Context: an optimization exercise on an open-source flow, tuned for small area. The choices shown serve that exercise and are no tape-out recipe.
RTL that was checked went through simulation tests only; none was proved equivalent to the original.
Power and IR drop assume default switching activity.

Design ddmtd, start of the top module:
module ddmtd
#(
  parameter integer COUNTER_BIT_WIDTH = 16
)
(
  input  wire rst_n_ddmtdclk_i,
  input  wire clk_a_i,
  input  wire clk_b_i,
  input  wire clk_ddmtd_i,
  input  wire [15:0]  deglitch_threshold_i,
  output wire signed [COUNTER_BIT_WIDTH-1:0] phase_diff_o,
  output reg                                 phase_diff_p_o
);
  wire [15:0] rel_a, rel_b;
  wire        tag_a_p, tag_b_p;
  deglitcher deglitcher_inst_a (
    .rst_n_ddmtdclk_i     (rst_n_ddmtdclk_i),
    .clk_in_i             (clk_a_i),
    .clk_ddmtd_i          (clk_ddmtd_i),
    .deglitch_threshold_i (deglitch_threshold_i),
    .tag_o                (rel_a),
    .tag_p_o              (tag_a_p)
  );
  deglitcher deglitcher_inst_b (
    .rst_n_ddmtdclk_i     (rst_n_ddmtdclk_i),
    .clk_in_i             (clk_b_i),
    .clk_ddmtd_i          (clk_ddmtd_i),
    .deglitch_threshold_i (deglitch_threshold_i),
    .tag_o                (rel_b),
    .tag_p_o              (tag_b_p)
  );
  reg  wait_a, wait_b;
  wire wait_tag = ~(wait_a | wait_b);
  wire done_a   = wait_a & tag_a_p;                  
  wire done_b   = wait_b & tag_b_p;                  
  wire both     = wait_tag & tag_a_p & tag_b_p;      
  wire only_a   = wait_tag & tag_a_p & ~tag_b_p;     
  wire only_b   = wait_tag & tag_b_p & ~tag_a_p;     
  always @(posedge clk_ddmtd_i) begin
    if (!rst_n_ddmtdclk_i) begin
      phase_diff_p_o <= 1'b0;
      wait_a         <= 1'b0;
      wait_b         <= 1'b0;
    end else begin
      phase_diff_p_o <= both | done_a | done_b;
      wait_a         <= only_b | (wait_a & ~tag_a_p);
      wait_b         <= only_a | (wait_b & ~tag_b_p);
  ...
Size: about 470 cells after synthesis, roughly 37 I/O pins, roughly 0.0044 mm² of cells after synthesis.
==> module deglitcher, before the edit <==
module deglitcher
(
  input  wire        rst_n_ddmtdclk_i,
  input  wire        clk_in_i,
  input  wire        clk_ddmtd_i,
  input  wire [15:0] deglitch_threshold_i,
  output reg  [15:0] tag_o,
  output wire        tag_p_o
);
  reg  [1:0]  state;
  reg  [15:0] stab_cntr;
  wire clk_sampled;
  sampler sampler_inst (
    .clk_in_i         (clk_in_i),
    .rst_n_ddmtdclk_i (rst_n_ddmtdclk_i),
    .clk_ddmtd_i      (clk_ddmtd_i),
    .clk_sampled_o    (clk_sampled)
  );
  wire got_edge  = state[1] &  state[0];
  wire wait_edge = state[1] & ~state[0];
  wire eq        = (stab_cntr == deglitch_threshold_i);
  wire clr       = got_edge ? (eq | ~clk_sampled) : clk_sampled;
  assign tag_p_o = ~state[1] & state[0];
  wire [15:0] stab_carry, tag_carry;
  inc_carry stab_inc (.q(stab_cntr), .c(stab_carry));
  inc_carry tag_inc  (.q(tag_o),     .c(tag_carry));
  always @(posedge clk_ddmtd_i) begin
    if (!rst_n_ddmtdclk_i) begin
      state     <= 2'b00;
      stab_cntr <= 16'd0;
    end else begin
      state[1]  <= state[1] ? ~(got_edge & eq) : eq;
      state[0]  <= state[1] & (state[0] | clk_sampled);
      stab_cntr <= clr ? 16'd0 : stab_cntr ^ stab_carry;
    end
  end
  wire tag_step = ~(got_edge & ~clk_sampled & ~eq);
  always @(posedge clk_ddmtd_i)
    tag_o <= (wait_edge & clk_sampled) ? 16'd0 : tag_o ^ (tag_carry & {16{tag_step}});
endmodule
==> module inc_carry, before the edit <==
module inc_carry
(
  input  wire [15:0] q,
  output wire [15:0] c
);
  wire [3:0] blk = {&q[15:12], &q[11:8], &q[7:4], &q[3:0]};
  wire [3:0] pre = {&blk[2:0], &blk[1:0], blk[0], 1'b1};
  genvar k;
  generate
    for (k = 0; k < 4; k = k + 1) begin : b
      assign c[4*k]   = pre[k];
      assign c[4*k+1] = pre[k] & q[4*k];
      assign c[4*k+2] = pre[k] & (&q[4*k+1:4*k]);
      assign c[4*k+3] = pre[k] & (&q[4*k+2:4*k]);
    end
  endgenerate
endmodule
==> module ddmtd, before the edit <==
module ddmtd
#(
  parameter integer COUNTER_BIT_WIDTH = 16
)
(
  input  wire rst_n_ddmtdclk_i,
  input  wire clk_a_i,
  input  wire clk_b_i,
  input  wire clk_ddmtd_i,
  input  wire [15:0]  deglitch_threshold_i,
  output wire signed [COUNTER_BIT_WIDTH-1:0] phase_diff_o,
  output reg                                 phase_diff_p_o
);
  wire [15:0] rel_a, rel_b;
  wire        tag_a_p, tag_b_p;
  deglitcher deglitcher_inst_a (
    .rst_n_ddmtdclk_i     (rst_n_ddmtdclk_i),
    .clk_in_i             (clk_a_i),
    .clk_ddmtd_i          (clk_ddmtd_i),
    .deglitch_threshold_i (deglitch_threshold_i),
    .tag_o                (rel_a),
    .tag_p_o              (tag_a_p)
  );
  deglitcher deglitcher_inst_b (
    .rst_n_ddmtdclk_i     (rst_n_ddmtdclk_i),
    .clk_in_i             (clk_b_i),
    .clk_ddmtd_i          (clk_ddmtd_i),
    .deglitch_threshold_i (deglitch_threshold_i),
    .tag_o                (rel_b),
    .tag_p_o              (tag_b_p)
  );
  reg  wait_a, wait_b;
  wire wait_tag = ~(wait_a | wait_b);
  wire done_a   = wait_a & tag_a_p;                  
  wire done_b   = wait_b & tag_b_p;                  
  wire both     = wait_tag & tag_a_p & tag_b_p;      
  wire only_a   = wait_tag & tag_a_p & ~tag_b_p;     
  wire only_b   = wait_tag & tag_b_p & ~tag_a_p;     
  always @(posedge clk_ddmtd_i) begin
    if (!rst_n_ddmtdclk_i) begin
      phase_diff_p_o <= 1'b0;
      wait_a         <= 1'b0;
      wait_b         <= 1'b0;
    end else begin
      phase_diff_p_o <= both | done_a | done_b;
      wait_a         <= only_b | (wait_a & ~tag_a_p);
      wait_b         <= only_a | (wait_b & ~tag_b_p);
    end
  end
  reg  [15:0] temp;
  wire        a_rel_b  = tag_b_p & ~wait_a;                
  wire        a_temp   = wait_a | (wait_b & ~tag_b_p);     
  wire        b_nrel_a = only_a | both | done_a;
  wire        b_ones   = wait_b & ~tag_b_p;
  wire        ci       = ~(wait_b | only_a);
  wire [15:0] a = ({16{a_rel_b}} & rel_b) | ({16{a_temp}} & temp);
  wire [15:0] b = ({16{b_nrel_a}} & ~rel_a) | ({16{done_b}} & temp) | {16{b_ones}};
  wire [15:0] g = a & b;
  wire [15:0] p = a ^ b;
  wire [16:0] c;
  assign c[0] = ci;
  genvar k;
  generate
    for (k = 0; k < 16; k = k + 4) begin : cla
      assign c[k+1] = g[k]   | (p[k]   & c[k]);
      assign c[k+2] = g[k+1] | (p[k+1] & g[k]) | (p[k+1] & p[k] & c[k]);
      assign c[k+3] = g[k+2] | (p[k+2] & g[k+1]) | (p[k+2] & p[k+1] & g[k])
                    | (p[k+2] & p[k+1] & p[k] & c[k]);
      assign c[k+4] = g[k+3] | (p[k+3] & g[k+2]) | (p[k+3] & p[k+2] & g[k+1])
                    | (p[k+3] & p[k+2] & p[k+1] & g[k])
                    | (p[k+3] & p[k+2] & p[k+1] & p[k] & c[k]);
    end
  endgenerate
  always @(posedge clk_ddmtd_i)
    temp <= p ^ c[15:0];
  assign phase_diff_o = temp;
endmodule
clock: 4.0 ns
lec_check: 0
cap_margin: 20
core_margin: 2
core_utilization: 60
cts_buf_list: sky130_fd_sc_hd__clkbuf_4 sky130_fd_sc_hd__clkbuf_8
gpl_timing_driven: 0
slew_margin: 20
standard.sh (not shown) runs the stock make flow with config.mk's settings and CLKGATE_MAP_FILE= SYNTH_SCRIPT=/design/flow/synth_recipe.tcl, a recipe that flattens the netlist after the stock synthesis.
==> flow/flow/run.sh <==
#!/bin/bash
# The standard layout (standard.sh), with three changes:
#  - synthesis maps the logic with an area-oriented ABC script (flow/area.abc)
#    instead of ORFS's speed script; everything else in synthesis, and so every
#    register, is as in the standard synthesis;
#  - the port buffers are the smallest buffer (buf_1);
#  - clock tree synthesis adds no dummy loads.
set -e
W=$(pwd)
export BUFFER_PORTS_ARGS="-buffer_cell sky130_fd_sc_hd__buf_1"
export CTS_ARGS="-sink_clustering_enable -repair_clock_nets -dont_use_dummy_load -buf_list {sky130_fd_sc_hd__clkbuf_4 sky130_fd_sc_hd__clkbuf_8}"
cat > "$W/flow_synth.tcl" <<EOT
proc abc {args} {
  set i [lsearch -exact \$args -script]
  if { \$i >= 0 } { lset args [expr { \$i + 1 }] $W/flow/area.abc }
  yosys abc {*}\$args
}
source $W/synth_recipe.tcl
EOT
bash standard.sh SYNTH_SCRIPT="$W/flow_synth.tcl" finish > standard.log 2>&1
==> flow/flow/area.abc <==
&get -n
&st
&syn2
&dch -f
&nf -a -R 1000
&put
The baseline completed with no timing, DRC or antenna violations.
Rerun with:
--- a/flow/design.v
+++ b/flow/design.v
@@ -48,6 +48,6 @@
   assign tag_p_o = ~state[1] & state[0];
   wire [15:0] stab_carry, tag_carry;
-  inc_carry stab_inc (.q(stab_cntr), .c(stab_carry));
-  inc_carry tag_inc  (.q(tag_o),     .c(tag_carry));
+  inc_carry stab_inc (.q(stab_cntr), .ci(1'b1), .c(stab_carry));
+  inc_carry tag_inc  (.q(tag_o),     .ci(clk_sampled | eq), .c(tag_carry));
   always @(posedge clk_ddmtd_i) begin
     if (!rst_n_ddmtdclk_i) begin
@@ -60,15 +60,15 @@
     end
   end
-  wire tag_step = ~(got_edge & ~clk_sampled & ~eq);
   always @(posedge clk_ddmtd_i)
-    tag_o <= (wait_edge & clk_sampled) ? 16'd0 : tag_o ^ (tag_carry & {16{tag_step}});
+    tag_o <= wait_edge ? 16'd0 : tag_o ^ tag_carry;
 endmodule
 module inc_carry
 (
   input  wire [15:0] q,
+  input  wire        ci,
   output wire [15:0] c
 );
   wire [3:0] blk = {&q[15:12], &q[11:8], &q[7:4], &q[3:0]};
-  wire [3:0] pre = {&blk[2:0], &blk[1:0], blk[0], 1'b1};
+  wire [3:0] pre = {ci & (&blk[2:0]), ci & (&blk[1:0]), ci & blk[0], ci};
   genvar k;
   generate
@@ -131,15 +131,10 @@
   end
   reg  [15:0] temp;
-  wire        a_rel_b  = tag_b_p & ~wait_a;                
-  wire        a_temp   = wait_a | (wait_b & ~tag_b_p);     
-  wire        b_nrel_a = only_a | both | done_a;
-  wire        b_ones   = wait_b & ~tag_b_p;
-  wire        ci       = ~(wait_b | only_a);
-  wire [15:0] a = ({16{a_rel_b}} & rel_b) | ({16{a_temp}} & temp);
-  wire [15:0] b = ({16{b_nrel_a}} & ~rel_a) | ({16{done_b}} & temp) | {16{b_ones}};
+  wire [15:0] a = only_a ? rel_a : ((only_b | both | done_b) ? rel_b : temp);
+  wire [15:0] b = ~(({16{~(both | done_a)}} | rel_a) & ({16{~done_b}} | temp));
   wire [15:0] g = a & b;
   wire [15:0] p = a ^ b;
   wire [16:0] c;
-  assign c[0] = ci;
+  assign c[0] = 1'b1;
   genvar k;
   generate
Outcome: The new run ran to the end with no violations; worst setup slack improved by 79 ps; utilization goes up by 0.77 points; design area is higher by 2.2%; global-route usage fell by 0.39 points; area after synthesis is higher by 3.2%; via count climbs by 3.7%; first-iteration DRC count rises by 36%.
No functional check of the RTL was part of the second run of this note.


Another version of the RTL of ddmtd (not shown whole).
Size in the first run: about 530 cells after synthesis, roughly 95 flip-flops.
==> module deglitcher, before the edit <==
module deglitcher
(
  input  wire        rst_n_ddmtdclk_i,
  input  wire        clk_in_i,
  input  wire        clk_ddmtd_i,
  input  wire [15:0] deglitch_threshold_i,
  output reg  [15:0] tag_o,
  output wire        tag_p_o
);
  reg  [1:0]  state;
  reg  [15:0] stab_cntr;
  wire clk_sampled;
  sampler sampler_inst (
    .clk_in_i         (clk_in_i),
    .rst_n_ddmtdclk_i (rst_n_ddmtdclk_i),
    .clk_ddmtd_i      (clk_ddmtd_i),
    .clk_sampled_o    (clk_sampled)
  );
  wire got_edge  = state[1] &  state[0];
  wire wait_edge = state[1] & ~state[0];
  wire eq        = (stab_cntr == deglitch_threshold_i);
  wire clr       = got_edge ? (eq | ~clk_sampled) : clk_sampled;
  assign tag_p_o = ~state[1] & state[0];
  wire [16:0] stab_c, tag_c;
  assign stab_c[0] = 1'b1;
  assign stab_c[16:1] = stab_c[15:0] & stab_cntr;
  always @(posedge clk_ddmtd_i) begin
    if (!rst_n_ddmtdclk_i) begin
      state     <= 2'b00;
      stab_cntr <= 16'd0;
    end else begin
      state[1]  <= state[1] ? ~(got_edge & eq) : eq;
      state[0]  <= state[1] & (state[0] | clk_sampled);
      stab_cntr <= clr ? 16'd0 : stab_cntr ^ stab_c[15:0];
    end
  end
  wire tag_inc = ~(got_edge & ~clk_sampled & ~eq);
  always @(posedge clk_ddmtd_i)
    tag_o <= (wait_edge & clk_sampled) ? 16'd0 : tag_o ^ tag_c[15:0];
  assign tag_c[0] = tag_inc;
  assign tag_c[16:1] = tag_c[15:0] & tag_o;
endmodule
==> module ddmtd, before the edit <==
module ddmtd
#(
  parameter integer COUNTER_BIT_WIDTH = 16
)
(
  input  wire rst_n_ddmtdclk_i,
  input  wire clk_a_i,
  input  wire clk_b_i,
  input  wire clk_ddmtd_i,
  input  wire [15:0]  deglitch_threshold_i,
  output wire signed [COUNTER_BIT_WIDTH-1:0] phase_diff_o,
  output reg                                 phase_diff_p_o
);
  wire [15:0] rel_a, rel_b;
  wire        tag_a_p, tag_b_p;
  deglitcher deglitcher_inst_a (
    .rst_n_ddmtdclk_i     (rst_n_ddmtdclk_i),
    .clk_in_i             (clk_a_i),
    .clk_ddmtd_i          (clk_ddmtd_i),
    .deglitch_threshold_i (deglitch_threshold_i),
    .tag_o                (rel_a),
    .tag_p_o              (tag_a_p)
  );
  deglitcher deglitcher_inst_b (
    .rst_n_ddmtdclk_i     (rst_n_ddmtdclk_i),
    .clk_in_i             (clk_b_i),
    .clk_ddmtd_i          (clk_ddmtd_i),
    .deglitch_threshold_i (deglitch_threshold_i),
    .tag_o                (rel_b),
    .tag_p_o              (tag_b_p)
  );
  reg         wait_a, wait_b;
  reg  [15:0] temp;             
  wire        wait_tag = phase_diff_p_o | ~(wait_a | wait_b);
  wire        load     = wait_tag & (tag_a_p ^ tag_b_p);
  always @(posedge clk_ddmtd_i) begin
    if (!rst_n_ddmtdclk_i) begin
      phase_diff_p_o <= 1'b0;
      wait_a         <= 1'b0;
      wait_b         <= 1'b0;
    end else if (wait_tag) begin
      phase_diff_p_o <= tag_a_p & tag_b_p;
      wait_a         <= tag_b_p & ~tag_a_p;
      wait_b         <= tag_a_p & ~tag_b_p;
    end else begin
      phase_diff_p_o <= wait_a ? tag_a_p : tag_b_p;
    end
  end
  wire [15:0] temp_base = load ? (tag_a_p ? rel_a : rel_b) : temp;
  wire [16:0] temp_c;
  assign temp_c[0] = 1'b1;
  assign temp_c[16:1] = temp_c[15:0] & temp_base;
  always @(posedge clk_ddmtd_i)
    temp <= temp_base ^ temp_c[15:0];
  wire [15:0] x  = wait_a ? temp : rel_b;
  wire [15:0] yn = ~(wait_b ? temp : rel_a);
  wire [16:0] c;
  assign c[0] = 1'b1;
  assign c[16:1] = (x & yn) | (c[15:0] & (x ^ yn));
  assign phase_diff_o = x ^ yn ^ c[15:0];
endmodule
make LEC_CHECK=0 CAP_MARGIN=20 CORE_MARGIN=2 CORE_UTILIZATION=40 SLEW_MARGIN=20 finish   # period 4.0 ns
run.sh (not shown) runs the stock make flow with config.mk's settings and CLKGATE_MAP_FILE= SYNTH_SCRIPT=/design/flow/synth_recipe.tcl, a recipe that flattens the netlist after the stock synthesis.
Stock flow here: none of the scripts above is used.
The baseline completed and failed the layout checks on negative setup slack.
==> next run, changes <==
--- a/flow/design.v
+++ b/flow/design.v
@@ -29,7 +29,8 @@
   input  wire        clk_in_i,
   input  wire        clk_ddmtd_i,
   input  wire [15:0] deglitch_threshold_i,
-  output reg  [15:0] tag_o,
+  input  wire [15:0] free_cntr_i,            
+  output reg  [15:0] tag_o,                  
   output wire        tag_p_o
 );
   reg  [1:0]  state;
@@ -46,9 +47,6 @@
   wire eq        = (stab_cntr == deglitch_threshold_i);
   wire clr       = got_edge ? (eq | ~clk_sampled) : clk_sampled;
   assign tag_p_o = ~state[1] & state[0];
-  wire [16:0] stab_c, tag_c;
-  assign stab_c[0] = 1'b1;
-  assign stab_c[16:1] = stab_c[15:0] & stab_cntr;
   always @(posedge clk_ddmtd_i) begin
     if (!rst_n_ddmtdclk_i) begin
       state     <= 2'b00;
@@ -56,14 +54,15 @@
     end else begin
       state[1]  <= state[1] ? ~(got_edge & eq) : eq;
       state[0]  <= state[1] & (state[0] | clk_sampled);
-      stab_cntr <= clr ? 16'd0 : stab_cntr ^ stab_c[15:0];
+      stab_cntr <= clr ? 16'd0 : stab_cntr + 16'd1;
     end
   end
-  wire tag_inc = ~(got_edge & ~clk_sampled & ~eq);
-  always @(posedge clk_ddmtd_i)
-    tag_o <= (wait_edge & clk_sampled) ? 16'd0 : tag_o ^ tag_c[15:0];
-  assign tag_c[0] = tag_inc;
-  assign tag_c[16:1] = tag_c[15:0] & tag_o;
+  always @(posedge clk_ddmtd_i) begin
+    if (wait_edge & clk_sampled)
+      tag_o <= free_cntr_i;
+    else if (got_edge & ~clk_sampled & ~eq)
+      tag_o <= tag_o + 16'd1;
+  end
 endmodule
 module ddmtd
 #(
@@ -78,14 +77,18 @@
   output wire signed [COUNTER_BIT_WIDTH-1:0] phase_diff_o,
   output reg                                 phase_diff_p_o
 );
-  wire [15:0] rel_a, rel_b;
+  reg  [15:0] free_cntr;
+  always @(posedge clk_ddmtd_i)
+    free_cntr <= free_cntr + 16'd1;
+  wire [15:0] tag_a, tag_b;
   wire        tag_a_p, tag_b_p;
   deglitcher deglitcher_inst_a (
     .rst_n_ddmtdclk_i     (rst_n_ddmtdclk_i),
     .clk_in_i             (clk_a_i),
     .clk_ddmtd_i          (clk_ddmtd_i),
     .deglitch_threshold_i (deglitch_threshold_i),
-    .tag_o                (rel_a),
+    .free_cntr_i          (free_cntr),
+    .tag_o                (tag_a),
     .tag_p_o              (tag_a_p)
   );
   deglitcher deglitcher_inst_b (
@@ -93,13 +96,13 @@
     .clk_in_i             (clk_b_i),
     .clk_ddmtd_i          (clk_ddmtd_i),
     .deglitch_threshold_i (deglitch_threshold_i),
-    .tag_o                (rel_b),
+    .free_cntr_i          (free_cntr),
+    .tag_o                (tag_b),
     .tag_p_o              (tag_b_p)
   );
   reg         wait_a, wait_b;
-  reg  [15:0] temp;             
+  reg  [15:0] temp;
   wire        wait_tag = phase_diff_p_o | ~(wait_a | wait_b);
-  wire        load     = wait_tag & (tag_a_p ^ tag_b_p);
   always @(posedge clk_ddmtd_i) begin
     if (!rst_n_ddmtdclk_i) begin
       phase_diff_p_o <= 1'b0;
@@ -113,16 +116,8 @@
       phase_diff_p_o <= wait_a ? tag_a_p : tag_b_p;
     end
   end
-  wire [15:0] temp_base = load ? (tag_a_p ? rel_a : rel_b) : temp;
-  wire [16:0] temp_c;
-  assign temp_c[0] = 1'b1;
-  assign temp_c[16:1] = temp_c[15:0] & temp_base;
   always @(posedge clk_ddmtd_i)
-    temp <= temp_base ^ temp_c[15:0];
-  wire [15:0] x  = wait_a ? temp : rel_b;
-  wire [15:0] yn = ~(wait_b ? temp : rel_a);
-  wire [16:0] c;
-  assign c[0] = 1'b1;
-  assign c[16:1] = (x & yn) | (c[15:0] & (x ^ yn));
-  assign phase_diff_o = x ^ yn ^ c[15:0];
+    if (wait_tag & (tag_a_p ^ tag_b_p))
+      temp <= tag_a_p ? tag_a : tag_b;
+  assign phase_diff_o = (wait_b ? temp : tag_a) - (wait_a ? temp : tag_b);
 endmodule
Effect: The changed run went through all stages and came out clean; final area is higher by roughly a tenth; final cell count is higher by about a fifth; setup slack is better by 3.7 ns; worst hold slack improved by 0.0037 ns; wire length grows by a quarter to a third; combinational power shrinks by well over a third; count of clock-buffer cells in the layout drops by 4; core utilization came out lower by 7.8 points; global-route usage goes down by 1.0 points.
Only the layout flow was run in the first run of this note; the RTL was not checked for function there.

[port drivers added, routing unchanged]
The flow's constraints put no driver on any port. The routed layouts listed below were extracted and timed again, unchanged, in two steps.
Step 1 assumes that a clkbuf_16 drives the clock port and a buf_2 every other input.
Step 2 moves the port delays by t, midway between the first and last clock arrival at a register: inputs arrive t later, outputs are due t later. That takes back most of the time a late clock gives input paths.
Three values: ideal, step 1, step 2; two values: the first two.
run	t (ns)	slack for setup (ns)	worst slew at a driven data input, ns
the first run of note 1	0.367	0.208 / 0.208 / -0.031	0.04
the second run of note 1	0.373	0.287 / 0.287 / 0.287	0.03
the first run of note 2	0.379	-3.597 / -3.636 / -3.257	0.06
the second run of note 2	0.407	0.140 / 0.094 / 0.501	0.04
With both steps, setup timing fails in the first run of note 1, where it was met with ideal ports. The setup slack of the first run of note 1, which loses most, moves by 0.000 ns with the drivers and by -0.239 ns with both steps.
